This is an optimization exercise on Yosys and OpenROAD, whose aim is small area, not a production implementation. Function not checked in this run: the RTL went through the layout flow alone. No activity file was given, so power comes from the tool's default toggle rates.

### flow/config.mk
export PLATFORM = sky130hd
export DESIGN_NAME = NEO
export DESIGN_NICKNAME = NEO
export VERILOG_FILES = /design/flow/design.v
export SDC_FILE = /design/flow/constraint.sdc
export NUM_CORES = 4
export LEC_CHECK = 0
export CAP_MARGIN = 20
export CORE_MARGIN = 2
export CORE_UTILIZATION = 40
export SLEW_MARGIN = 20
export SYNTH_HIERARCHICAL = 1
### flow/constraint.sdc
create_clock -name core_clock -period 9.0 [get_ports {clk}]
set_input_delay 1.8000 -clock core_clock [delete_from_list [all_inputs] [get_ports {clk}]]
set_output_delay 1.8000 -clock core_clock [all_outputs]
set_load 0.01 [all_outputs]
### flow/design.v
module NEO (Enable, Load, clk, rst, Full, Data_out, Data_in, write_en);
  input Enable, Load, clk, Full, rst;
  input signed [15:0] Data_in;
  output signed [31:0] Data_out;
  output write_en;
  reg state;
  wire start = state & ~Full;
  assign write_en = start & Load;
  always @(posedge clk or posedge rst)
    if (rst) state <= 1'b0;
    else if (state) state <= ~Full;
    else state <= Enable;
  reg signed [15:0] PP, Prev, Current, Ahead;
  wire [31:0] psi;
  wire ld = start & ~rst;
  wire hold = ~start & ~rst;
  wire [15:0] ldv = {16{ld}};
  wire [15:0] holdv = {16{hold}};
  always @(posedge clk) begin
    PP <= (ldv & Prev) | (holdv & PP);
    Prev <= (ldv & Current) | (holdv & Prev);
    Current <= (ldv & Ahead) | (holdv & Current);
    Ahead <= (ldv & Data_in) | (holdv & Ahead);
  end
  assign Data_out = psi;
  wire n0 = Prev[1] & ~Prev[0];
  wire n1 = Prev[2] ^ Prev[1];
  wire n2 = (Prev[3] & ~Prev[2] & ~Prev[1]) | (~Prev[3] & Prev[2] & Prev[1]);
  wire n3 = ~(~Prev[3] & (Prev[2] | Prev[1]));
  wire n4 = ~(Prev[0] ^ n3);
  wire n5 = ~(Prev[2] ^ n3);
  wire n6 = ~(Prev[3] ^ n3);
  wire n7 = ~n3;
  wire n8 = Prev[4] ^ Prev[3];
  wire n9 = (Prev[5] & ~Prev[4] & ~Prev[3]) | (~Prev[5] & Prev[4] & Prev[3]);
  wire n10 = ~(~Prev[5] & (Prev[4] | Prev[3]));
  wire n11 = ~(Prev[0] ^ n10);
  wire n12 = ~(Prev[1] ^ n10);
  wire n13 = ~(Prev[2] ^ n10);
  wire n14 = ~(Prev[4] ^ n10);
  wire n15 = ~(Prev[5] ^ n10);
  wire n16 = ~n10;
  wire n17 = Prev[6] ^ Prev[5];
  wire n18 = (Prev[7] & ~Prev[6] & ~Prev[5]) | (~Prev[7] & Prev[6] & Prev[5]);
  wire n19 = ~(~Prev[7] & (Prev[6] | Prev[5]));
  wire n20 = ~(Prev[0] ^ n19);
  wire n21 = ~(Prev[1] ^ n19);
  wire n22 = ~(Prev[2] ^ n19);
  wire n23 = ~(Prev[3] ^ n19);
  wire n24 = ~(Prev[4] ^ n19);
  wire n25 = ~(Prev[6] ^ n19);
  wire n26 = ~(Prev[7] ^ n19);
  wire n27 = ~n19;
  wire n28 = Prev[8] ^ Prev[7];
  wire n29 = (Prev[9] & ~Prev[8] & ~Prev[7]) | (~Prev[9] & Prev[8] & Prev[7]);
  wire n30 = ~(~Prev[9] & (Prev[8] | Prev[7]));
  wire n31 = ~(Prev[0] ^ n30);
  wire n32 = ~(Prev[1] ^ n30);
  wire n33 = ~(Prev[2] ^ n30);
  wire n34 = ~(Prev[3] ^ n30);
  wire n35 = ~(Prev[4] ^ n30);
  wire n36 = ~(Prev[5] ^ n30);
  wire n37 = ~(Prev[6] ^ n30);
  wire n38 = ~(Prev[8] ^ n30);
  wire n39 = ~(Prev[9] ^ n30);
  wire n40 = ~n30;
  wire n41 = Prev[10] ^ Prev[9];
  wire n42 = (Prev[11] & ~Prev[10] & ~Prev[9]) | (~Prev[11] & Prev[10] & Prev[9]);
  wire n43 = ~(~Prev[11] & (Prev[10] | Prev[9]));
  wire n44 = ~(Prev[0] ^ n43);
  wire n45 = ~(Prev[1] ^ n43);
  wire n46 = ~(Prev[2] ^ n43);
  wire n47 = ~(Prev[3] ^ n43);
  wire n48 = ~(Prev[4] ^ n43);
  wire n49 = ~(Prev[5] ^ n43);
  wire n50 = ~(Prev[6] ^ n43);
  wire n51 = ~(Prev[7] ^ n43);
  wire n52 = ~(Prev[8] ^ n43);
  wire n53 = ~(Prev[10] ^ n43);
  wire n54 = ~(Prev[11] ^ n43);
  wire n55 = ~n43;
  wire n56 = Prev[12] ^ Prev[11];
  wire n57 = (Prev[13] & ~Prev[12] & ~Prev[11]) | (~Prev[13] & Prev[12] & Prev[11]);
  wire n58 = ~(~Prev[13] & (Prev[12] | Prev[11]));
  wire n59 = ~(Prev[0] ^ n58);
  wire n60 = ~(Prev[1] ^ n58);
  wire n61 = ~(Prev[2] ^ n58);
  wire n62 = ~(Prev[3] ^ n58);
  wire n63 = ~(Prev[4] ^ n58);
  wire n64 = ~(Prev[5] ^ n58);
  wire n65 = ~(Prev[6] ^ n58);
  wire n66 = ~(Prev[7] ^ n58);
  wire n67 = ~(Prev[8] ^ n58);
  wire n68 = ~(Prev[9] ^ n58);
  wire n69 = ~(Prev[10] ^ n58);
  wire n70 = ~(Prev[12] ^ n58);
  wire n71 = ~(Prev[13] ^ n58);
  wire n72 = ~n58;
  wire n73 = Prev[14] ^ Prev[13];
  wire n74 = (Prev[15] & ~Prev[14] & ~Prev[13]) | (~Prev[15] & Prev[14] & Prev[13]);
  wire n75 = ~(~Prev[15] & (Prev[14] | Prev[13]));
  wire n76 = ~(Prev[0] ^ n75);
  wire n77 = ~(Prev[1] ^ n75);
  wire n78 = ~(Prev[2] ^ n75);
  wire n79 = ~(Prev[3] ^ n75);
  wire n80 = ~(Prev[4] ^ n75);
  wire n81 = ~(Prev[5] ^ n75);
  wire n82 = ~(Prev[6] ^ n75);
  wire n83 = ~(Prev[7] ^ n75);
  wire n84 = ~(Prev[8] ^ n75);
  wire n85 = ~(Prev[9] ^ n75);
  wire n86 = ~(Prev[10] ^ n75);
  wire n87 = ~(Prev[11] ^ n75);
  wire n88 = ~(Prev[12] ^ n75);
  wire n89 = ~(Prev[14] ^ n75);
  wire n90 = ~(Prev[15] ^ n75);
  wire n91 = ~n75;
  wire n92 = Current[0] ^ 1'b0;
  wire n93 = (Current[1] & ~Current[0] & ~1'b0) | (~Current[1] & Current[0] & 1'b0);
  wire n94 = ~(Current[1] & ~(Current[0] & 1'b0));
  wire n95 = ~(PP[0] ^ n94);
  wire n96 = ~(PP[1] ^ n94);
  wire n97 = ~(PP[2] ^ n94);
  wire n98 = ~(PP[3] ^ n94);
  wire n99 = ~(PP[4] ^ n94);
  wire n100 = ~(PP[5] ^ n94);
  wire n101 = ~(PP[6] ^ n94);
  wire n102 = ~(PP[7] ^ n94);
  wire n103 = ~(PP[8] ^ n94);
  wire n104 = ~(PP[9] ^ n94);
  wire n105 = ~(PP[10] ^ n94);
  wire n106 = ~(PP[11] ^ n94);
  wire n107 = ~(PP[12] ^ n94);
  wire n108 = ~(PP[13] ^ n94);
  wire n109 = ~(PP[14] ^ n94);
  wire n110 = ~(PP[15] ^ n94);
  wire n111 = ~n94;
  wire n112 = Current[2] ^ Current[1];
  wire n113 = (Current[3] & ~Current[2] & ~Current[1]) | (~Current[3] & Current[2] & Current[1]);
  wire n114 = ~(Current[3] & ~(Current[2] & Current[1]));
  wire n115 = ~(PP[0] ^ n114);
  wire n116 = ~(PP[1] ^ n114);
  wire n117 = ~(PP[2] ^ n114);
  wire n118 = ~(PP[3] ^ n114);
  wire n119 = ~(PP[4] ^ n114);
  wire n120 = ~(PP[5] ^ n114);
  wire n121 = ~(PP[6] ^ n114);
  wire n122 = ~(PP[7] ^ n114);
  wire n123 = ~(PP[8] ^ n114);
  wire n124 = ~(PP[9] ^ n114);
  wire n125 = ~(PP[10] ^ n114);
  wire n126 = ~(PP[11] ^ n114);
  wire n127 = ~(PP[12] ^ n114);
  wire n128 = ~(PP[13] ^ n114);
  wire n129 = ~(PP[14] ^ n114);
  wire n130 = ~(PP[15] ^ n114);
  wire n131 = ~n114;
  wire n132 = Current[4] ^ Current[3];
  wire n133 = (Current[5] & ~Current[4] & ~Current[3]) | (~Current[5] & Current[4] & Current[3]);
  wire n134 = ~(Current[5] & ~(Current[4] & Current[3]));
  wire n135 = ~(PP[0] ^ n134);
  wire n136 = ~(PP[1] ^ n134);
  wire n137 = ~(PP[2] ^ n134);
  wire n138 = ~(PP[3] ^ n134);
  wire n139 = ~(PP[4] ^ n134);
  wire n140 = ~(PP[5] ^ n134);
  wire n141 = ~(PP[6] ^ n134);
  wire n142 = ~(PP[7] ^ n134);
  wire n143 = ~(PP[8] ^ n134);
  wire n144 = ~(PP[9] ^ n134);
  wire n145 = ~(PP[10] ^ n134);
  wire n146 = ~(PP[11] ^ n134);
  wire n147 = ~(PP[12] ^ n134);
  wire n148 = ~(PP[13] ^ n134);
  wire n149 = ~(PP[14] ^ n134);
  wire n150 = ~(PP[15] ^ n134);
  wire n151 = ~n134;
  wire n152 = Current[6] ^ Current[5];
  wire n153 = (Current[7] & ~Current[6] & ~Current[5]) | (~Current[7] & Current[6] & Current[5]);
  wire n154 = ~(Current[7] & ~(Current[6] & Current[5]));
  wire n155 = ~(PP[0] ^ n154);
  wire n156 = ~(PP[1] ^ n154);
  wire n157 = ~(PP[2] ^ n154);
  wire n158 = ~(PP[3] ^ n154);
  wire n159 = ~(PP[4] ^ n154);
  wire n160 = ~(PP[5] ^ n154);
  wire n161 = ~(PP[6] ^ n154);
  wire n162 = ~(PP[7] ^ n154);
  wire n163 = ~(PP[8] ^ n154);
  wire n164 = ~(PP[9] ^ n154);
  wire n165 = ~(PP[10] ^ n154);
  wire n166 = ~(PP[11] ^ n154);
  wire n167 = ~(PP[12] ^ n154);
  wire n168 = ~(PP[13] ^ n154);
  wire n169 = ~(PP[14] ^ n154);
  wire n170 = ~(PP[15] ^ n154);
  wire n171 = ~n154;
  wire n172 = Current[8] ^ Current[7];
  wire n173 = (Current[9] & ~Current[8] & ~Current[7]) | (~Current[9] & Current[8] & Current[7]);
  wire n174 = ~(Current[9] & ~(Current[8] & Current[7]));
  wire n175 = ~(PP[0] ^ n174);
  wire n176 = ~(PP[1] ^ n174);
  wire n177 = ~(PP[2] ^ n174);
  wire n178 = ~(PP[3] ^ n174);
  wire n179 = ~(PP[4] ^ n174);
  wire n180 = ~(PP[5] ^ n174);
  wire n181 = ~(PP[6] ^ n174);
  wire n182 = ~(PP[7] ^ n174);
  wire n183 = ~(PP[8] ^ n174);
  wire n184 = ~(PP[9] ^ n174);
  wire n185 = ~(PP[10] ^ n174);
  wire n186 = ~(PP[11] ^ n174);
  wire n187 = ~(PP[12] ^ n174);
  wire n188 = ~(PP[13] ^ n174);
  wire n189 = ~(PP[14] ^ n174);
  wire n190 = ~(PP[15] ^ n174);
  wire n191 = ~n174;
  wire n192 = Current[10] ^ Current[9];
  wire n193 = (Current[11] & ~Current[10] & ~Current[9]) | (~Current[11] & Current[10] & Current[9]);
  wire n194 = ~(Current[11] & ~(Current[10] & Current[9]));
  wire n195 = ~(PP[0] ^ n194);
  wire n196 = ~(PP[1] ^ n194);
  wire n197 = ~(PP[2] ^ n194);
  wire n198 = ~(PP[3] ^ n194);
  wire n199 = ~(PP[4] ^ n194);
  wire n200 = ~(PP[5] ^ n194);
  wire n201 = ~(PP[6] ^ n194);
  wire n202 = ~(PP[7] ^ n194);
  wire n203 = ~(PP[8] ^ n194);
  wire n204 = ~(PP[9] ^ n194);
  wire n205 = ~(PP[10] ^ n194);
  wire n206 = ~(PP[11] ^ n194);
  wire n207 = ~(PP[12] ^ n194);
  wire n208 = ~(PP[13] ^ n194);
  wire n209 = ~(PP[14] ^ n194);
  wire n210 = ~(PP[15] ^ n194);
  wire n211 = ~n194;
  wire n212 = Current[12] ^ Current[11];
  wire n213 = (Current[13] & ~Current[12] & ~Current[11]) | (~Current[13] & Current[12] & Current[11]);
  wire n214 = ~(Current[13] & ~(Current[12] & Current[11]));
  wire n215 = ~(PP[0] ^ n214);
  wire n216 = ~(PP[1] ^ n214);
  wire n217 = ~(PP[2] ^ n214);
  wire n218 = ~(PP[3] ^ n214);
  wire n219 = ~(PP[4] ^ n214);
  wire n220 = ~(PP[5] ^ n214);
  wire n221 = ~(PP[6] ^ n214);
  wire n222 = ~(PP[7] ^ n214);
  wire n223 = ~(PP[8] ^ n214);
  wire n224 = ~(PP[9] ^ n214);
  wire n225 = ~(PP[10] ^ n214);
  wire n226 = ~(PP[11] ^ n214);
  wire n227 = ~(PP[12] ^ n214);
  wire n228 = ~(PP[13] ^ n214);
  wire n229 = ~(PP[14] ^ n214);
  wire n230 = ~(PP[15] ^ n214);
  wire n231 = ~n214;
  wire n232 = Current[14] ^ Current[13];
  wire n233 = (Current[15] & ~Current[14] & ~Current[13]) | (~Current[15] & Current[14] & Current[13]);
  wire n234 = ~(Current[15] & ~(Current[14] & Current[13]));
  wire n235 = ~(PP[0] ^ n234);
  wire n236 = ~(PP[1] ^ n234);
  wire n237 = ~(PP[2] ^ n234);
  wire n238 = ~(PP[3] ^ n234);
  wire n239 = ~(PP[4] ^ n234);
  wire n240 = ~(PP[5] ^ n234);
  wire n241 = ~(PP[6] ^ n234);
  wire n242 = ~(PP[7] ^ n234);
  wire n243 = ~(PP[8] ^ n234);
  wire n244 = ~(PP[9] ^ n234);
  wire n245 = ~(PP[10] ^ n234);
  wire n246 = ~(PP[11] ^ n234);
  wire n247 = ~(PP[12] ^ n234);
  wire n248 = ~(PP[13] ^ n234);
  wire n249 = ~(PP[14] ^ n234);
  wire n250 = ~(PP[15] ^ n234);
  wire n251 = ~n234;
  wire n252 = ~n75;
  wire n253 = ~n30;
  wire n254, n255;
  FA un254 (.a(n194), .b(((n8 | n9) & n15)), .c(~((n17 & n23) | (n18 & n22))), .s(n254), .co(n255));
  wire n256;
  XNOR2 un256 (.a(n43), .b(~((n17 & n24) | (n18 & n23))), .y(n256));
  wire n257 = n43 | ~((n17 & n24) | (n18 & n23));
  wire n258 = ~((n28 & n33) | (n29 & n32)) ^ ~((n41 & n44) | (n42 & n55));
  wire n259 = ~((n28 & n33) | (n29 & n32)) & ~((n41 & n44) | (n42 & n55));
  wire n260;
  XNOR2 un260 (.a(n214), .b(~((n17 & n25) | (n18 & n24))), .y(n260));
  wire n261 = n214 | ~((n17 & n25) | (n18 & n24));
  wire n262, n263;
  FA un262 (.a(~((n28 & n34) | (n29 & n33))), .b(~((n41 & n45) | (n42 & n44))), .c(~((n92 & n107) | (n93 & n106))), .s(n262), .co(n263));
  wire n264 = ~((n112 & n125) | (n113 & n124)) ^ ~((n132 & n143) | (n133 & n142));
  wire n265 = ~((n112 & n125) | (n113 & n124)) & ~((n132 & n143) | (n133 & n142));
  wire n266;
  XNOR2 un266 (.a(n58), .b(~((n17 & n26) | (n18 & n25))), .y(n266));
  wire n267 = n58 | ~((n17 & n26) | (n18 & n25));
  wire n268, n269;
  FA un268 (.a(~((n28 & n35) | (n29 & n34))), .b(~((n41 & n46) | (n42 & n45))), .c(~((n56 & n59) | (n57 & n72))), .s(n268), .co(n269));
  wire n270, n271;
  FA un270 (.a(~((n92 & n108) | (n93 & n107))), .b(~((n112 & n126) | (n113 & n125))), .c(~((n132 & n144) | (n133 & n143))), .s(n270), .co(n271));
  wire n272 = ~((n152 & n162) | (n153 & n161)) ^ ~((n172 & n180) | (n173 & n179));
  wire n273 = ~((n152 & n162) | (n153 & n161)) & ~((n172 & n180) | (n173 & n179));
  wire n274, n275;
  FA un274 (.a(n234), .b(((n17 | n18) & n26)), .c(~((n28 & n36) | (n29 & n35))), .s(n274), .co(n275));
  wire n276, n277;
  FA un276 (.a(~((n41 & n47) | (n42 & n46))), .b(~((n56 & n60) | (n57 & n59))), .c(~((n92 & n109) | (n93 & n108))), .s(n276), .co(n277));
  wire n278, n279;
  FA un278 (.a(~((n112 & n127) | (n113 & n126))), .b(~((n132 & n145) | (n133 & n144))), .c(~((n152 & n163) | (n153 & n162))), .s(n278), .co(n279));
  wire n280, n281;
  FA un280 (.a(~((n172 & n181) | (n173 & n180))), .b(~((n192 & n199) | (n193 & n198))), .c(~((n212 & n217) | (n213 & n216))), .s(n280), .co(n281));
  wire n282, n283;
  FA un282 (.a(n252), .b(~((n28 & n37) | (n29 & n36))), .c(~((n41 & n48) | (n42 & n47))), .s(n282), .co(n283));
  wire n284, n285;
  FA un284 (.a(~((n56 & n61) | (n57 & n60))), .b(~((n73 & n76) | (n74 & n91))), .c(~((n92 & n110) | (n93 & n109))), .s(n284), .co(n285));
  wire n286, n287;
  FA un286 (.a(~((n112 & n128) | (n113 & n127))), .b(~((n132 & n146) | (n133 & n145))), .c(~((n152 & n164) | (n153 & n163))), .s(n286), .co(n287));
  wire n288, n289;
  FA un288 (.a(~((n172 & n182) | (n173 & n181))), .b(~((n192 & n200) | (n193 & n199))), .c(~((n212 & n218) | (n213 & n217))), .s(n288), .co(n289));
  wire n290, n291;
  FA un290 (.a(n75), .b(~((n28 & n38) | (n29 & n37))), .c(~((n41 & n49) | (n42 & n48))), .s(n290), .co(n291));
  wire n292, n293;
  FA un292 (.a(~((n56 & n62) | (n57 & n61))), .b(~((n73 & n77) | (n74 & n76))), .c(((n92 & n110) | (n93 & n110))), .s(n292), .co(n293));
  wire n294, n295;
  FA un294 (.a(~((n112 & n129) | (n113 & n128))), .b(~((n132 & n147) | (n133 & n146))), .c(~((n152 & n165) | (n153 & n164))), .s(n294), .co(n295));
  wire n296, n297;
  FA un296 (.a(~((n172 & n183) | (n173 & n182))), .b(~((n192 & n201) | (n193 & n200))), .c(~((n212 & n219) | (n213 & n218))), .s(n296), .co(n297));
  wire n298;
  XNOR2 un298 (.a(~((n28 & n39) | (n29 & n38))), .b(~((n41 & n50) | (n42 & n49))), .y(n298));
  wire n299 = ~((n28 & n39) | (n29 & n38)) | ~((n41 & n50) | (n42 & n49));
  wire n300, n301;
  FA un300 (.a(~((n56 & n63) | (n57 & n62))), .b(~((n73 & n78) | (n74 & n77))), .c(~((n112 & n130) | (n113 & n129))), .s(n300), .co(n301));
  wire n302, n303;
  FA un302 (.a(~((n132 & n148) | (n133 & n147))), .b(~((n152 & n166) | (n153 & n165))), .c(~((n172 & n184) | (n173 & n183))), .s(n302), .co(n303));
  wire n304 = ~((n192 & n202) | (n193 & n201)) ^ ~((n212 & n220) | (n213 & n219));
  wire n305 = ~((n192 & n202) | (n193 & n201)) & ~((n212 & n220) | (n213 & n219));
  wire n306;
  XNOR2 un306 (.a(((n28 | n29) & n39)), .b(~((n41 & n51) | (n42 & n50))), .y(n306));
  wire n307 = ((n28 | n29) & n39) | ~((n41 & n51) | (n42 & n50));
  wire n308, n309;
  FA un308 (.a(~((n56 & n64) | (n57 & n63))), .b(~((n73 & n79) | (n74 & n78))), .c(((n112 & n130) | (n113 & n130))), .s(n308), .co(n309));
  wire n310, n311;
  FA un310 (.a(~((n132 & n149) | (n133 & n148))), .b(~((n152 & n167) | (n153 & n166))), .c(~((n172 & n185) | (n173 & n184))), .s(n310), .co(n311));
  wire n312 = ~((n192 & n203) | (n193 & n202)) ^ ~((n212 & n221) | (n213 & n220));
  wire n313 = ~((n192 & n203) | (n193 & n202)) & ~((n212 & n221) | (n213 & n220));
  wire n314, n315;
  FA un314 (.a(~((n41 & n52) | (n42 & n51))), .b(~((n56 & n65) | (n57 & n64))), .c(~((n73 & n80) | (n74 & n79))), .s(n314), .co(n315));
  wire n316, n317;
  FA un316 (.a(~((n132 & n150) | (n133 & n149))), .b(~((n152 & n168) | (n153 & n167))), .c(~((n172 & n186) | (n173 & n185))), .s(n316), .co(n317));
  wire n318, n319;
  FA un318 (.a(~((n41 & n53) | (n42 & n52))), .b(~((n56 & n66) | (n57 & n65))), .c(~((n73 & n81) | (n74 & n80))), .s(n318), .co(n319));
  wire n320 = ~(~((n41 & n54) | (n42 & n53)));
  wire n321 = ~(((n41 | n42) & n54));
  wire n322;
  XNOR2 un322 (.a(n154), .b(((n1 | n2) & n6)), .y(n322));
  wire n323 = n154 | ((n1 | n2) & n6);
  wire n324;
  XNOR2 un324 (.a(n19), .b(~((n8 & n13) | (n9 & n12))), .y(n324));
  wire n325 = n19 | ~((n8 & n13) | (n9 & n12));
  wire n326 = ~((n17 & n20) | (n18 & n27)) ^ ~((n92 & n102) | (n93 & n101));
  wire n327 = ~((n17 & n20) | (n18 & n27)) & ~((n92 & n102) | (n93 & n101));
  wire n328;
  XNOR2 un328 (.a(n174), .b(~((n8 & n14) | (n9 & n13))), .y(n328));
  wire n329 = n174 | ~((n8 & n14) | (n9 & n13));
  wire n330, n331;
  FA un330 (.a(~((n17 & n21) | (n18 & n20))), .b(~((n92 & n103) | (n93 & n102))), .c(~((n112 & n121) | (n113 & n120))), .s(n330), .co(n331));
  wire n332 = ~((n132 & n139) | (n133 & n138)) ^ ~((n152 & n157) | (n153 & n156));
  wire n333 = ~((n132 & n139) | (n133 & n138)) & ~((n152 & n157) | (n153 & n156));
  wire n334, n335;
  FA un334 (.a(n253), .b(~((n8 & n15) | (n9 & n14))), .c(~((n17 & n22) | (n18 & n21))), .s(n334), .co(n335));
  wire n336, n337;
  FA un336 (.a(~((n28 & n31) | (n29 & n40))), .b(~((n92 & n104) | (n93 & n103))), .c(~((n112 & n122) | (n113 & n121))), .s(n336), .co(n337));
  wire n338, n339;
  FA un338 (.a(~((n132 & n140) | (n133 & n139))), .b(~((n152 & n158) | (n153 & n157))), .c(~((n172 & n176) | (n173 & n175))), .s(n338), .co(n339));
  wire n340, n341;
  FA un340 (.a(n30), .b(~((n28 & n32) | (n29 & n31))), .c(~((n92 & n105) | (n93 & n104))), .s(n340), .co(n341));
  wire n342, n343;
  FA un342 (.a(~((n112 & n123) | (n113 & n122))), .b(~((n132 & n141) | (n133 & n140))), .c(~((n152 & n159) | (n153 & n158))), .s(n342), .co(n343));
  wire n344, n345;
  FA un344 (.a(~((n172 & n177) | (n173 & n176))), .b(~((n192 & n195) | (n193 & n211))), .c(n254), .s(n344), .co(n345));
  wire n346, n347;
  FA un346 (.a(~((n92 & n106) | (n93 & n105))), .b(~((n112 & n124) | (n113 & n123))), .c(~((n132 & n142) | (n133 & n141))), .s(n346), .co(n347));
  wire n348, n349;
  FA un348 (.a(~((n152 & n160) | (n153 & n159))), .b(~((n172 & n178) | (n173 & n177))), .c(~((n192 & n196) | (n193 & n195))), .s(n348), .co(n349));
  wire n350, n351;
  FA un350 (.a(n258), .b(n255), .c(n256), .s(n350), .co(n351));
  wire n352, n353;
  FA un352 (.a(~((n152 & n161) | (n153 & n160))), .b(~((n172 & n179) | (n173 & n178))), .c(~((n192 & n197) | (n193 & n196))), .s(n352), .co(n353));
  wire n354, n355;
  FA un354 (.a(~((n212 & n215) | (n213 & n231))), .b(n259), .c(n264), .s(n354), .co(n355));
  wire n356, n357;
  FA un356 (.a(n257), .b(n260), .c(n262), .s(n356), .co(n357));
  wire n358, n359;
  FA un358 (.a(~((n192 & n198) | (n193 & n197))), .b(~((n212 & n216) | (n213 & n215))), .c(n265), .s(n358), .co(n359));
  wire n360, n361;
  FA un360 (.a(n272), .b(n261), .c(n263), .s(n360), .co(n361));
  wire n362, n363;
  FA un362 (.a(n266), .b(n268), .c(n270), .s(n362), .co(n363));
  wire n364, n365;
  FA un364 (.a(~((n232 & n235) | (n233 & n251))), .b(n273), .c(n267), .s(n364), .co(n365));
  wire n366, n367;
  FA un366 (.a(n269), .b(n271), .c(n274), .s(n366), .co(n367));
  wire n368, n369;
  FA un368 (.a(n276), .b(n278), .c(n280), .s(n368), .co(n369));
  wire n370, n371;
  FA un370 (.a(~((n232 & n236) | (n233 & n235))), .b(n275), .c(n277), .s(n370), .co(n371));
  wire n372, n373;
  FA un372 (.a(n279), .b(n281), .c(n282), .s(n372), .co(n373));
  wire n374, n375;
  FA un374 (.a(n284), .b(n286), .c(n288), .s(n374), .co(n375));
  wire n376, n377;
  FA un376 (.a(~((n232 & n237) | (n233 & n236))), .b(n283), .c(n285), .s(n376), .co(n377));
  wire n378, n379;
  FA un378 (.a(n287), .b(n289), .c(n290), .s(n378), .co(n379));
  wire n380, n381;
  FA un380 (.a(n292), .b(n294), .c(n296), .s(n380), .co(n381));
  wire n382, n383;
  FA un382 (.a(~((n232 & n238) | (n233 & n237))), .b(n304), .c(n291), .s(n382), .co(n383));
  wire n384, n385;
  FA un384 (.a(n293), .b(n295), .c(n297), .s(n384), .co(n385));
  wire n386, n387;
  FA un386 (.a(n298), .b(n300), .c(n302), .s(n386), .co(n387));
  wire n388, n389;
  FA un388 (.a(~((n232 & n239) | (n233 & n238))), .b(n305), .c(n312), .s(n388), .co(n389));
  wire n390, n391;
  FA un390 (.a(n299), .b(n301), .c(n303), .s(n390), .co(n391));
  wire n392, n393;
  FA un392 (.a(n306), .b(n308), .c(n310), .s(n392), .co(n393));
  wire n394, n395;
  FA un394 (.a(~((n192 & n204) | (n193 & n203))), .b(~((n212 & n222) | (n213 & n221))), .c(~((n232 & n240) | (n233 & n239))), .s(n394), .co(n395));
  wire n396, n397;
  FA un396 (.a(n313), .b(n307), .c(n309), .s(n396), .co(n397));
  wire n398, n399;
  FA un398 (.a(n311), .b(n314), .c(n316), .s(n398), .co(n399));
  wire n400, n401;
  FA un400 (.a(((n132 & n150) | (n133 & n150))), .b(~((n152 & n169) | (n153 & n168))), .c(~((n172 & n187) | (n173 & n186))), .s(n400), .co(n401));
  wire n402, n403;
  FA un402 (.a(~((n192 & n205) | (n193 & n204))), .b(~((n212 & n223) | (n213 & n222))), .c(~((n232 & n241) | (n233 & n240))), .s(n402), .co(n403));
  wire n404, n405;
  FA un404 (.a(n315), .b(n317), .c(n318), .s(n404), .co(n405));
  wire n406, n407;
  FA un406 (.a(~((n56 & n67) | (n57 & n66))), .b(~((n73 & n82) | (n74 & n81))), .c(~((n152 & n170) | (n153 & n169))), .s(n406), .co(n407));
  wire n408, n409;
  FA un408 (.a(~((n172 & n188) | (n173 & n187))), .b(~((n192 & n206) | (n193 & n205))), .c(~((n212 & n224) | (n213 & n223))), .s(n408), .co(n409));
  wire n410, n411;
  FA un410 (.a(~((n232 & n242) | (n233 & n241))), .b(n320), .c(n319), .s(n410), .co(n411));
  wire n412, n413;
  FA un412 (.a(~((n56 & n68) | (n57 & n67))), .b(~((n73 & n83) | (n74 & n82))), .c(((n152 & n170) | (n153 & n170))), .s(n412), .co(n413));
  wire n414, n415;
  FA un414 (.a(~((n172 & n189) | (n173 & n188))), .b(~((n192 & n207) | (n193 & n206))), .c(~((n212 & n225) | (n213 & n224))), .s(n414), .co(n415));
  wire n416, n417;
  FA un416 (.a(~((n232 & n243) | (n233 & n242))), .b(~((n41 & n54) | (n42 & n53))), .c(n321), .s(n416), .co(n417));
  wire n418, n419;
  FA un418 (.a(~((n56 & n69) | (n57 & n68))), .b(~((n73 & n84) | (n74 & n83))), .c(~((n172 & n190) | (n173 & n189))), .s(n418), .co(n419));
  wire n420, n421;
  FA un420 (.a(~((n192 & n208) | (n193 & n207))), .b(~((n212 & n226) | (n213 & n225))), .c(~((n232 & n244) | (n233 & n243))), .s(n420), .co(n421));
  wire n422, n423;
  FA un422 (.a(~((n56 & n70) | (n57 & n69))), .b(~((n73 & n85) | (n74 & n84))), .c(((n172 & n190) | (n173 & n190))), .s(n422), .co(n423));
  wire n424 = ~(~((n56 & n71) | (n57 & n70)));
  wire n425 = ~(((n56 | n57) & n71));
  wire n426 = n134 ^ ~((n1 & n5) | (n2 & n4));
  wire n427 = n134 & ~((n1 & n5) | (n2 & n4));
  wire n428, n429;
  FA un428 (.a(n10), .b(~((n1 & n6) | (n2 & n5))), .c(~((n8 & n11) | (n9 & n16))), .s(n428), .co(n429));
  wire n430 = ~((n92 & n100) | (n93 & n99)) ^ ~((n112 & n118) | (n113 & n117));
  wire n431 = ~((n92 & n100) | (n93 & n99)) & ~((n112 & n118) | (n113 & n117));
  wire n432, n433;
  FA un432 (.a(~((n8 & n12) | (n9 & n11))), .b(~((n92 & n101) | (n93 & n100))), .c(~((n112 & n119) | (n113 & n118))), .s(n432), .co(n433));
  wire n434, n435;
  FA un434 (.a(~((n132 & n137) | (n133 & n136))), .b(~((n152 & n155) | (n153 & n171))), .c(n322), .s(n434), .co(n435));
  wire n436, n437;
  FA un436 (.a(~((n112 & n120) | (n113 & n119))), .b(~((n132 & n138) | (n133 & n137))), .c(~((n152 & n156) | (n153 & n155))), .s(n436), .co(n437));
  wire n438, n439;
  FA un438 (.a(n326), .b(n323), .c(n324), .s(n438), .co(n439));
  wire n440, n441;
  FA un440 (.a(~((n172 & n175) | (n173 & n191))), .b(n327), .c(n332), .s(n440), .co(n441));
  wire n442, n443;
  FA un442 (.a(n325), .b(n328), .c(n330), .s(n442), .co(n443));
  wire n444, n445;
  FA un444 (.a(n333), .b(n329), .c(n331), .s(n444), .co(n445));
  wire n446, n447;
  FA un446 (.a(n334), .b(n336), .c(n338), .s(n446), .co(n447));
  wire n448, n449;
  FA un448 (.a(n335), .b(n337), .c(n339), .s(n448), .co(n449));
  wire n450, n451;
  FA un450 (.a(n340), .b(n342), .c(n344), .s(n450), .co(n451));
  wire n452, n453;
  FA un452 (.a(n341), .b(n343), .c(n346), .s(n452), .co(n453));
  wire n454, n455;
  FA un454 (.a(n348), .b(n345), .c(n350), .s(n454), .co(n455));
  wire n456, n457;
  FA un456 (.a(n347), .b(n349), .c(n352), .s(n456), .co(n457));
  wire n458, n459;
  FA un458 (.a(n354), .b(n351), .c(n356), .s(n458), .co(n459));
  wire n460, n461;
  FA un460 (.a(n353), .b(n358), .c(n355), .s(n460), .co(n461));
  wire n462, n463;
  FA un462 (.a(n357), .b(n360), .c(n362), .s(n462), .co(n463));
  wire n464, n465;
  FA un464 (.a(n359), .b(n361), .c(n363), .s(n464), .co(n465));
  wire n466, n467;
  FA un466 (.a(n364), .b(n366), .c(n368), .s(n466), .co(n467));
  wire n468, n469;
  FA un468 (.a(n365), .b(n367), .c(n369), .s(n468), .co(n469));
  wire n470, n471;
  FA un470 (.a(n370), .b(n372), .c(n374), .s(n470), .co(n471));
  wire n472, n473;
  FA un472 (.a(n371), .b(n373), .c(n375), .s(n472), .co(n473));
  wire n474, n475;
  FA un474 (.a(n376), .b(n378), .c(n380), .s(n474), .co(n475));
  wire n476, n477;
  FA un476 (.a(n377), .b(n379), .c(n381), .s(n476), .co(n477));
  wire n478, n479;
  FA un478 (.a(n382), .b(n384), .c(n386), .s(n478), .co(n479));
  wire n480, n481;
  FA un480 (.a(n388), .b(n383), .c(n385), .s(n480), .co(n481));
  wire n482, n483;
  FA un482 (.a(n387), .b(n390), .c(n392), .s(n482), .co(n483));
  wire n484, n485;
  FA un484 (.a(n394), .b(n389), .c(n391), .s(n484), .co(n485));
  wire n486, n487;
  FA un486 (.a(n393), .b(n396), .c(n398), .s(n486), .co(n487));
  wire n488, n489;
  FA un488 (.a(n395), .b(n400), .c(n402), .s(n488), .co(n489));
  wire n490, n491;
  FA un490 (.a(n397), .b(n399), .c(n404), .s(n490), .co(n491));
  wire n492, n493;
  FA un492 (.a(n401), .b(n403), .c(n406), .s(n492), .co(n493));
  wire n494, n495;
  FA un494 (.a(n408), .b(n405), .c(n410), .s(n494), .co(n495));
  wire n496, n497;
  FA un496 (.a(n407), .b(n409), .c(n412), .s(n496), .co(n497));
  wire n498, n499;
  FA un498 (.a(n414), .b(n416), .c(n411), .s(n498), .co(n499));
  wire n500, n501;
  FA un500 (.a(((n41 | n42) & n54)), .b(n413), .c(n415), .s(n500), .co(n501));
  wire n502, n503;
  FA un502 (.a(n418), .b(n420), .c(n417), .s(n502), .co(n503));
  wire n504, n505;
  FA un504 (.a(~((n192 & n209) | (n193 & n208))), .b(~((n212 & n227) | (n213 & n226))), .c(~((n232 & n245) | (n233 & n244))), .s(n504), .co(n505));
  wire n506, n507;
  FA un506 (.a(n419), .b(n421), .c(n422), .s(n506), .co(n507));
  wire n508, n509;
  FA un508 (.a(~((n73 & n86) | (n74 & n85))), .b(~((n192 & n210) | (n193 & n209))), .c(~((n212 & n228) | (n213 & n227))), .s(n508), .co(n509));
  wire n510, n511;
  FA un510 (.a(~((n232 & n246) | (n233 & n245))), .b(n424), .c(n423), .s(n510), .co(n511));
  wire n512, n513;
  FA un512 (.a(~((n73 & n87) | (n74 & n86))), .b(((n192 & n210) | (n193 & n210))), .c(~((n212 & n229) | (n213 & n228))), .s(n512), .co(n513));
  wire n514, n515;
  FA un514 (.a(~((n232 & n247) | (n233 & n246))), .b(~((n56 & n71) | (n57 & n70))), .c(n425), .s(n514), .co(n515));
  wire n516, n517;
  FA un516 (.a(~((n73 & n88) | (n74 & n87))), .b(~((n212 & n230) | (n213 & n229))), .c(~((n232 & n248) | (n233 & n247))), .s(n516), .co(n517));
  wire n518 = n0 ^ n114;
  wire n519 = n0 & n114;
  wire n520, n521;
  FA un520 (.a(n3), .b(~((n1 & n4) | (n2 & n7))), .c(~((n92 & n98) | (n93 & n97))), .s(n520), .co(n521));
  wire n522, n523;
  FA un522 (.a(~((n92 & n99) | (n93 & n98))), .b(~((n112 & n117) | (n113 & n116))), .c(~((n132 & n135) | (n133 & n151))), .s(n522), .co(n523));
  wire n524, n525;
  FA un524 (.a(~((n132 & n136) | (n133 & n135))), .b(n427), .c(n430), .s(n524), .co(n525));
  wire n526, n527;
  FA un526 (.a(n431), .b(n429), .c(n432), .s(n526), .co(n527));
  wire n528, n529;
  FA un528 (.a(n433), .b(n436), .c(n435), .s(n528), .co(n529));
  wire n530, n531;
  FA un530 (.a(n437), .b(n440), .c(n439), .s(n530), .co(n531));
  wire n532, n533;
  FA un532 (.a(n441), .b(n443), .c(n444), .s(n532), .co(n533));
  wire n534, n535;
  FA un534 (.a(n445), .b(n447), .c(n448), .s(n534), .co(n535));
  wire n536, n537;
  FA un536 (.a(n449), .b(n452), .c(n451), .s(n536), .co(n537));
  wire n538, n539;
  FA un538 (.a(n453), .b(n456), .c(n455), .s(n538), .co(n539));
  wire n540, n541;
  FA un540 (.a(n457), .b(n460), .c(n459), .s(n540), .co(n541));
  wire n542, n543;
  FA un542 (.a(n461), .b(n464), .c(n463), .s(n542), .co(n543));
  wire n544, n545;
  FA un544 (.a(n465), .b(n468), .c(n467), .s(n544), .co(n545));
  wire n546, n547;
  FA un546 (.a(n469), .b(n472), .c(n471), .s(n546), .co(n547));
  wire n548, n549;
  FA un548 (.a(n473), .b(n476), .c(n475), .s(n548), .co(n549));
  wire n550, n551;
  FA un550 (.a(n477), .b(n480), .c(n479), .s(n550), .co(n551));
  wire n552, n553;
  FA un552 (.a(n481), .b(n484), .c(n483), .s(n552), .co(n553));
  wire n554, n555;
  FA un554 (.a(n488), .b(n485), .c(n487), .s(n554), .co(n555));
  wire n556, n557;
  FA un556 (.a(n489), .b(n492), .c(n494), .s(n556), .co(n557));
  wire n558, n559;
  FA un558 (.a(n493), .b(n496), .c(n498), .s(n558), .co(n559));
  wire n560, n561;
  FA un560 (.a(n497), .b(n500), .c(n502), .s(n560), .co(n561));
  wire n562, n563;
  FA un562 (.a(n504), .b(n501), .c(n506), .s(n562), .co(n563));
  wire n564, n565;
  FA un564 (.a(n505), .b(n508), .c(n507), .s(n564), .co(n565));
  wire n566, n567;
  FA un566 (.a(n509), .b(n512), .c(n514), .s(n566), .co(n567));
  wire n568, n569;
  FA un568 (.a(((n56 | n57) & n71)), .b(n513), .c(n516), .s(n568), .co(n569));
  wire n570, n571;
  FA un570 (.a(~((n73 & n89) | (n74 & n88))), .b(((n212 & n230) | (n213 & n230))), .c(~((n232 & n249) | (n233 & n248))), .s(n570), .co(n571));
  wire n572 = ~(~((n73 & n90) | (n74 & n89)));
  wire n573 = ~(((n73 | n74) & n90));
  wire n574 = Prev[0] ^ n94;
  wire n575 = Prev[0] & n94;
  wire n576 = n518 ^ ~((n92 & n97) | (n93 & n96));
  wire n577 = n518 & ~((n92 & n97) | (n93 & n96));
  wire n578, n579;
  FA un578 (.a(n519), .b(~((n112 & n116) | (n113 & n115))), .c(n520), .s(n578), .co(n579));
  wire n580, n581;
  FA un580 (.a(n426), .b(n521), .c(n522), .s(n580), .co(n581));
  wire n582, n583;
  FA un582 (.a(n523), .b(n428), .c(n524), .s(n582), .co(n583));
  wire n584, n585;
  FA un584 (.a(n525), .b(n434), .c(n526), .s(n584), .co(n585));
  wire n586, n587;
  FA un586 (.a(n527), .b(n438), .c(n528), .s(n586), .co(n587));
  wire n588, n589;
  FA un588 (.a(n442), .b(n529), .c(n530), .s(n588), .co(n589));
  wire n590, n591;
  FA un590 (.a(n446), .b(n531), .c(n532), .s(n590), .co(n591));
  wire n592, n593;
  FA un592 (.a(n533), .b(n534), .c(n450), .s(n592), .co(n593));
  wire n594, n595;
  FA un594 (.a(n535), .b(n454), .c(n536), .s(n594), .co(n595));
  wire n596, n597;
  FA un596 (.a(n458), .b(n537), .c(n538), .s(n596), .co(n597));
  wire n598, n599;
  FA un598 (.a(n462), .b(n539), .c(n540), .s(n598), .co(n599));
  wire n600, n601;
  FA un600 (.a(n466), .b(n541), .c(n542), .s(n600), .co(n601));
  wire n602, n603;
  FA un602 (.a(n470), .b(n543), .c(n544), .s(n602), .co(n603));
  wire n604, n605;
  FA un604 (.a(n474), .b(n545), .c(n546), .s(n604), .co(n605));
  wire n606, n607;
  FA un606 (.a(n478), .b(n547), .c(n548), .s(n606), .co(n607));
  wire n608, n609;
  FA un608 (.a(n482), .b(n549), .c(n550), .s(n608), .co(n609));
  wire n610, n611;
  FA un610 (.a(n486), .b(n551), .c(n552), .s(n610), .co(n611));
  wire n612, n613;
  FA un612 (.a(n490), .b(n553), .c(n554), .s(n612), .co(n613));
  wire n614, n615;
  FA un614 (.a(n491), .b(n555), .c(n556), .s(n614), .co(n615));
  wire n616, n617;
  FA un616 (.a(n495), .b(n558), .c(n557), .s(n616), .co(n617));
  wire n618, n619;
  FA un618 (.a(n499), .b(n560), .c(n559), .s(n618), .co(n619));
  wire n620, n621;
  FA un620 (.a(n503), .b(n562), .c(n561), .s(n620), .co(n621));
  wire n622, n623;
  FA un622 (.a(n510), .b(n564), .c(n563), .s(n622), .co(n623));
  wire n624, n625;
  FA un624 (.a(n511), .b(n566), .c(n565), .s(n624), .co(n625));
  wire n626, n627;
  FA un626 (.a(n515), .b(n568), .c(n567), .s(n626), .co(n627));
  wire n628, n629;
  FA un628 (.a(n517), .b(n570), .c(n569), .s(n628), .co(n629));
  wire n630, n631;
  FA un630 (.a(~((n232 & n250) | (n233 & n249))), .b(n572), .c(n571), .s(n630), .co(n631));
  wire n632, n633;
  FA un632 (.a(((n232 & n250) | (n233 & n250))), .b(~((n73 & n90) | (n74 & n89))), .c(n573), .s(n632), .co(n633));
  wire n634 = ~((n92 & n95) | (n93 & n111)) ^ n574;
  wire n635 = ~((n92 & n95) | (n93 & n111)) & n574;
  wire n636, n637;
  FA un636 (.a(~((n92 & n96) | (n93 & n95))), .b(n575), .c(n635), .s(n636), .co(n637));
  wire n638, n639;
  FA un638 (.a(~((n112 & n115) | (n113 & n131))), .b(n576), .c(n637), .s(n638), .co(n639));
  wire n640, n641;
  FA un640 (.a(n578), .b(n577), .c(n639), .s(n640), .co(n641));
  wire n642, n643;
  FA un642 (.a(n580), .b(n579), .c(n641), .s(n642), .co(n643));
  wire n644, n645;
  FA un644 (.a(n582), .b(n581), .c(n643), .s(n644), .co(n645));
  wire n646, n647;
  FA un646 (.a(n584), .b(n583), .c(n645), .s(n646), .co(n647));
  wire n648, n649;
  FA un648 (.a(n586), .b(n585), .c(n647), .s(n648), .co(n649));
  wire n650, n651;
  FA un650 (.a(n588), .b(n587), .c(n649), .s(n650), .co(n651));
  wire n652, n653;
  FA un652 (.a(n590), .b(n589), .c(n651), .s(n652), .co(n653));
  wire [21:0] fa0 = {((n73 | n74) & n90), n632, n630, n628, n626, n624, n622, n620, n618, n616, n614, n612, n610, n608, n606, n604, n602, n600, n598, n596, n594, n592};
  wire [21:0] fa1 = {n633, n631, n629, n627, n625, n623, n621, n619, n617, n615, n613, n611, n609, n607, n605, n603, n601, n599, n597, n595, n593, n591};
  wire [21:0] g0 = fa0 & fa1;
  wire [21:0] p0 = fa0 ^ fa1;
  wire n654 = g0[0] | (p0[0] & n653);
  wire n655 = g0[1] | (p0[1] & n654);
  wire n656 = p0[1] & p0[0];
  wire n657 = g0[3] | (p0[3] & g0[2]);
  wire n658 = p0[3] & p0[2];
  wire n659 = g0[5] | (p0[5] & g0[4]);
  wire n660 = p0[5] & p0[4];
  wire n661 = g0[7] | (p0[7] & g0[6]);
  wire n662 = p0[7] & p0[6];
  wire n663 = g0[9] | (p0[9] & g0[8]);
  wire n664 = p0[9] & p0[8];
  wire n665 = g0[11] | (p0[11] & g0[10]);
  wire n666 = p0[11] & p0[10];
  wire n667 = g0[13] | (p0[13] & g0[12]);
  wire n668 = p0[13] & p0[12];
  wire n669 = g0[15] | (p0[15] & g0[14]);
  wire n670 = p0[15] & p0[14];
  wire n671 = g0[17] | (p0[17] & g0[16]);
  wire n672 = p0[17] & p0[16];
  wire n673 = g0[19] | (p0[19] & g0[18]);
  wire n674 = p0[19] & p0[18];
  wire n675 = g0[21] | (p0[21] & g0[20]);
  wire n676 = p0[21] & p0[20];
  wire n677 = n657 | (n658 & n655);
  wire n678 = n658 & n656;
  wire n679 = n661 | (n662 & n659);
  wire n680 = n662 & n660;
  wire n681 = n665 | (n666 & n663);
  wire n682 = n666 & n664;
  wire n683 = n669 | (n670 & n667);
  wire n684 = n670 & n668;
  wire n685 = n673 | (n674 & n671);
  wire n686 = n674 & n672;
  wire n687 = n679 | (n680 & n677);
  wire n688 = n680 & n678;
  wire n689 = n683 | (n684 & n681);
  wire n690 = n684 & n682;
  wire n691 = n689 | (n690 & n687);
  wire n692 = n690 & n688;
  wire n693 = n681 | (n682 & n687);
  wire n694 = n682 & n688;
  wire n695 = n685 | (n686 & n691);
  wire n696 = n686 & n692;
  wire n697 = n659 | (n660 & n677);
  wire n698 = n660 & n678;
  wire n699 = n663 | (n664 & n687);
  wire n700 = n664 & n688;
  wire n701 = n667 | (n668 & n693);
  wire n702 = n668 & n694;
  wire n703 = n671 | (n672 & n691);
  wire n704 = n672 & n692;
  wire n705 = n675 | (n676 & n695);
  wire n706 = n676 & n696;
  wire n707 = g0[2] | (p0[2] & n655);
  wire n708 = p0[2] & n656;
  wire n709 = g0[4] | (p0[4] & n677);
  wire n710 = p0[4] & n678;
  wire n711 = g0[6] | (p0[6] & n697);
  wire n712 = p0[6] & n698;
  wire n713 = g0[8] | (p0[8] & n687);
  wire n714 = p0[8] & n688;
  wire n715 = g0[10] | (p0[10] & n699);
  wire n716 = p0[10] & n700;
  wire n717 = g0[12] | (p0[12] & n693);
  wire n718 = p0[12] & n694;
  wire n719 = g0[14] | (p0[14] & n701);
  wire n720 = p0[14] & n702;
  wire n721 = g0[16] | (p0[16] & n691);
  wire n722 = p0[16] & n692;
  wire n723 = g0[18] | (p0[18] & n703);
  wire n724 = p0[18] & n704;
  wire n725 = g0[20] | (p0[20] & n695);
  wire n726 = p0[20] & n696;
  wire n727 = p0[0] ^ n653;
  wire n728 = p0[1] ^ n654;
  wire n729 = p0[2] ^ n655;
  wire n730 = p0[3] ^ n707;
  wire n731 = p0[4] ^ n677;
  wire n732 = p0[5] ^ n709;
  wire n733 = p0[6] ^ n697;
  wire n734 = p0[7] ^ n711;
  wire n735 = p0[8] ^ n687;
  wire n736 = p0[9] ^ n713;
  wire n737 = p0[10] ^ n699;
  wire n738 = p0[11] ^ n715;
  wire n739 = p0[12] ^ n693;
  wire n740 = p0[13] ^ n717;
  wire n741 = p0[14] ^ n701;
  wire n742 = p0[15] ^ n719;
  wire n743 = p0[16] ^ n691;
  wire n744 = p0[17] ^ n721;
  wire n745 = p0[18] ^ n703;
  wire n746 = p0[19] ^ n723;
  wire n747 = p0[20] ^ n695;
  wire n748 = p0[21] ^ n725;
  wire [21:0] fsum = {n748, n747, n746, n745, n744, n743, n742, n741, n740, n739, n738, n737, n736, n735, n734, n733, n732, n731, n730, n729, n728, n727};
  assign psi = {fsum, n652, n650, n648, n646, n644, n642, n640, n638, n636, n634};
endmodule
module FA (a, b, c, s, co);
  input a, b, c;
  output s, co;
  assign s = a ^ b ^ c;
  assign co = (a & b) | (a & c) | (b & c);
endmodule
module XNOR2 (a, b, y);
  input a, b;
  output y;
  assign y = ~(a ^ b);
endmodule
### flow/flow/run.sh
#!/bin/bash
# Own layout flow: the standard ORFS flow (standard.sh, unchanged
# synthesis), with these changes to the layout steps:
#  - port buffers use the smallest buffer cell (every port still gets one);
#  - ABC's buffers are removed at floorplan and global placement is not
#    timing driven (no gain-based rebuffering; timing repair still runs);
#  - clock tree built from small clock buffers, without dummy loads;
#  - no repair after global routing (its parasitic estimate is pessimistic);
#    instead the post-CTS timing repair aims 0.25 ns above zero slack.
# Each step's output goes to its own log here; ORFS's own logs are under orfs/logs.
set -euo pipefail
export BUFFER_PORTS_ARGS="-buffer_cell sky130_fd_sc_hd__buf_1"
export REMOVE_ABC_BUFFERS=1
export GPL_TIMING_DRIVEN=0
export SKIP_INCREMENTAL_REPAIR=1
export SETUP_SLACK_MARGIN=0.25
export CTS_ARGS="-sink_clustering_enable -repair_clock_nets -dont_use_dummy_load -buf_list sky130_fd_sc_hd__clkbuf_4 -root_buf sky130_fd_sc_hd__clkbuf_8"
bash standard.sh synth > synth.log 2>&1
bash standard.sh finish > layout.log 2>&1
### flow/standard.sh
#!/bin/bash
# synth_recipe.tcl (not shown) runs the flow's synth.tcl, then flattens the netlist and writes it again
# the make line also repeats each setting of config.mk as NAME=value (left out here)
make -C /OpenROAD-flow-scripts/flow DESIGN_CONFIG=/design/flow/config.mk WORK_HOME=/design/flow/orfs CLKGATE_MAP_FILE= SYNTH_SCRIPT=/design/flow/synth_recipe.tcl "${@:-finish}"
==> flow_summary_export.csv <==
group,metric,value,unit
logic_synthesis,syn_area,11400,µm²
power,leakage,3.74,nW
run_status,status,"no timing/DRC/antenna violations",
detailed_routing,num_vias,8196,
global_routing,grt_pass1_wl,46200,µm
floorplanning,die_area,29900,µm²
clock_network,cts.sinks,65,
critical_path,crit_start,"Current[11]",
layout,finalInstanceArea,11800,µm²
power,p_clk_share,19.7,%
placed_design,gp_congestion,0.901,
global_routing,antenna_found_initial,0,
timing,relSlewSlack,19.2,%
logic_synthesis,ys.flop_type,"dfxtp_1",
clock_network,post_cts_resized,57,
power,p_int,577,µW
power,peakVddDrop,0.0998,mV
critical_path,slowest_stage,"and2b_1",
timing,worst_slew_pin_slew,1.21,ns
placed_design,port_buffers,53,
logic_synthesis,seq_area_frac_synth,11.4,%
logic_synthesis,yosys_register_bits,65,
critical_path,worstSetupPathType,"reg -> out",
layout,area_growth,3.58,%
logic_synthesis,synth-warning-count,7,
logic_synthesis,synth_edf_count,0,
logic_synthesis,syn_inst,1131,
critical_path,worstReg2RegEnd,"Ahead[3]",
logic_synthesis,async_flop_share,1.54,%
detailed_routing,drc,0,
critical_path,cp_max_fo,19,
clock_network,cts_made_buffers,9,
floorplanning,initial_utilization,40.8,%
layout,final_cell_mix,"fa_1, a22oi_1, xnor2_1",
power,swShare,38.5,%
critical_path,r2r_slack,7.39,ns
floorplanning,fp.dieH,173,µm
clock_network,root_buffer,"clkbuf_8",
floorplanning,rows,61,
placed_design,dp.cells,1436,
layout,final_core_util,42.3,%
power,power,938,µW
timing,fmax,0.115,GHz
power,pwr-share-seq,32.4,%
placed_design,place_ws,-0.893,ns
layout,mostFrequentLayoutCell,"fa_1",
global_routing,track_usage,19.2,%
detailed_routing,drt_pre_antenna_iters,5,
critical_path,crit_path_end,"Data_out[31]",
global_routing,grt_max_degree,48,
floorplanning,top_level_ports,54,
timing,final_hold_viol_count,0,
critical_path,cpPeakStageDelay,0.99,ns
clock_network,h-tree-depth,3,
power,p_comb_share,48.0,%
critical_path,arrival,6.93,ns
floorplanning,core,27900,µm²
critical_path,r2r_start,"state",
placed_design,hpwl,22100,µm
layout,final_cells,1458,
detailed_routing,vias_per_cell,5.62,
clock_network,cts_hold_buffers,0,
logic_synthesis,ys_types,55,
detailed_routing,antenna_left,0,
critical_path,critPathLaunchType,"flop",
timing,final.period_utilization,96.9,%
timing,post-route-min-period,8.73,ns
detailed_routing,drtIter0Drc,506,
clock_network,postCtsSetupBuffers,12,
clock_network,max-clock-path-buffers,2,
critical_path,crit_top_cell,"fa_1",
timing,fin_ws,0.275,ns
power,powerDensity,79.4,nW/µm²
layout,num_antenna_cells,0,
timing,fin_skew,0.0213,ns
detailed_routing,wl_per_cell,19.4,µm
timing,setup_violations,0,
global_routing,grt_pass1_vias,8454,
detailed_routing,routed_wl,28200,µm
timing,drv_slew,0,
critical_path,cp-end-kind,"output port",
layout,drive_above_1_share,8.52,%
placed_design,placed_cell_area,11400,µm²
flow_run,maxCapViolCount,0,
clock_network,clock_latency,0.33,ns
critical_path,rr_worst_depth,4,
global_routing,gr-total-overflow,0,
power,p_sw,361,µW
logic_synthesis,syn_area_per_cell,10.1,µm²
clock_network,cts_tree,"built",
worst_hold_path,min_path_type,"reg -> reg",
layout,nets,1336,
critical_path,cp.required,7.20,ns
floorplanning,die_w,173,µm
critical_path,timing.critical_path.cells,"ha_1 -> and2b_1 -> xor2_1 -> a22oi_1 -> fa_1 -> fa_1 -> fa_1 -> fa_1 -> fa_1 -> ha_1 -> o21a_1 -> o21ai_0 -> a311oi_4 -> a21oi_4 -> a21oi_2 -> fa_2 -> xor2_1 -> xnor2_1 -> buf_2",
clock_network,clkTransAtPathRegs,0.06,ns
final cells by class:
cell class / instances / area, µm²
inverters: 63 / 275
clock buffers: 9 / 124
repair inverters: 1 / 5.00
flip-flops and latches: 65 / 1330
fillers: 2814 / 16100
well taps: 378 / 473
repair buffers: 69 / 383
multi-input cells: 873 / 9230
state kept, by name (all words and copies together) (netlist names):
| name | cells |
|---|---|
| Ahead | 16 |
| Current | 16 |
| PP | 16 |
| Prev | 16 |
| state | 1 |
stage by stage:
stage,hold slack (ns),TNS [ns]
2_1_floorplan,0.443,0
3_3_place_gp,0.450,-6.06
3_5_place_dp,0.460,-6.80
4_1_cts,0.473,0
5_1_grt,0.493,-0.369
6_report,0.470,0
logic make-up after synthesis:
family / synth area share (%)
mux: 0.0877
compound gates: 21.9
buf+inv: 9.03
xor+xnor: 14.4
simple gates: 5.30
flops: 11.4
fa+ha+maj: 37.9
cells in the mapped netlist, drive strengths merged, types with 28 or more instances:
| master | count | area share [%] |
|---|---|---|
| dfxtp | 64 | 11 |
| clkbuf | 38 | 1.3 |
| ha | 45 | 4.9 |
| nand2 | 36 | 1.2 |
| a22oi | 150 | 9.9 |
| buf | 92 | 5.5 |
| xnor2 | 132 | 10 |
| o21ai | 28 | 1.5 |
| a22o | 64 | 4.9 |
| inv | 58 | 2.0 |
| xor2 | 55 | 4.2 |
| fa | 188 | 33 |
layer usage:
metal / up-vias / share of wire (%) / global-route usage [%]
met4: 0 / 2.2 / 4.56
li1: 3810 / - / -
met2: 241 / 47 / 32.0
met3: 38 / 5.0 / 2.00
met5: - / 0 / 0
met1: 4107 / 46 / 27.0
per-module statistics from Yosys (local to each module, per instance):
module  flops+latches  area [µm²]  copies in the design
NEO                65        7820                     1
XNOR2               0        8.76                     8
FA                  0        20.0                   176
power by group through the flow:
stage	combinational (mW)	clock [mW]	sequential, mW
4_1_cts	0.462	0.193	0.304
2_1_floorplan	0.292	0	0.308
3_3_place_gp	0.409	0	0.310
5_1_grt	0.510	0.204	0.305
3_5_place_dp	0.417	0	0.311
6_report	0.450	0.184	0.304
worst max-delay path, delay by kind of cell (launching register included):
kind,cells,cell delay [ns]
buffers and inverters,1,0.15
and+or+nand+nor,1,0.99
xor gates and xnor gates,3,0.51
AOI/OAI and AO/OA,6,1.30
DFF,1,0.40
adders and majority gates,8,3.25
how the worst min path moves through the flow:
stage	slack, ns	from	depth (start not counted)	end
after floorplan	0.44	Ahead[0]	1	Current[0]
after global placement	0.45	Ahead[1]	1	Current[1]
after detailed placement	0.46	Ahead[5]	1	Current[5]
after CTS	0.47	Ahead[3]	1	Current[3]
after global routing	0.49	Ahead[8]	1	Current[8]
final	0.47	Ahead[0]	1	Current[0]

==> re-timing with driven ports <==
No port has a modelled driver above. Below, the same layout with a new extraction and two added sets of constraints. Step 1, drivers: a clkbuf_16 drives clk and a buf_2 each remaining input, both assumed. Step 2 moves the port delays by t, midway between the first and last clock arrival at a register: inputs arrive t later, outputs are due t later. That takes back most of the time a late clock gives input paths. a / b / c = ideal / step 1 / step 2; a / b = the first two.
t, ns: 0.354
setup slack, ns: 0.275 / 0.242 / 0.595
clock arrival spread, ns: 0.024 / 0.025
After both steps this run still meets setup and hold. The setup slack of this run moves by -0.033 ns with the drivers and by +0.320 ns with both steps.
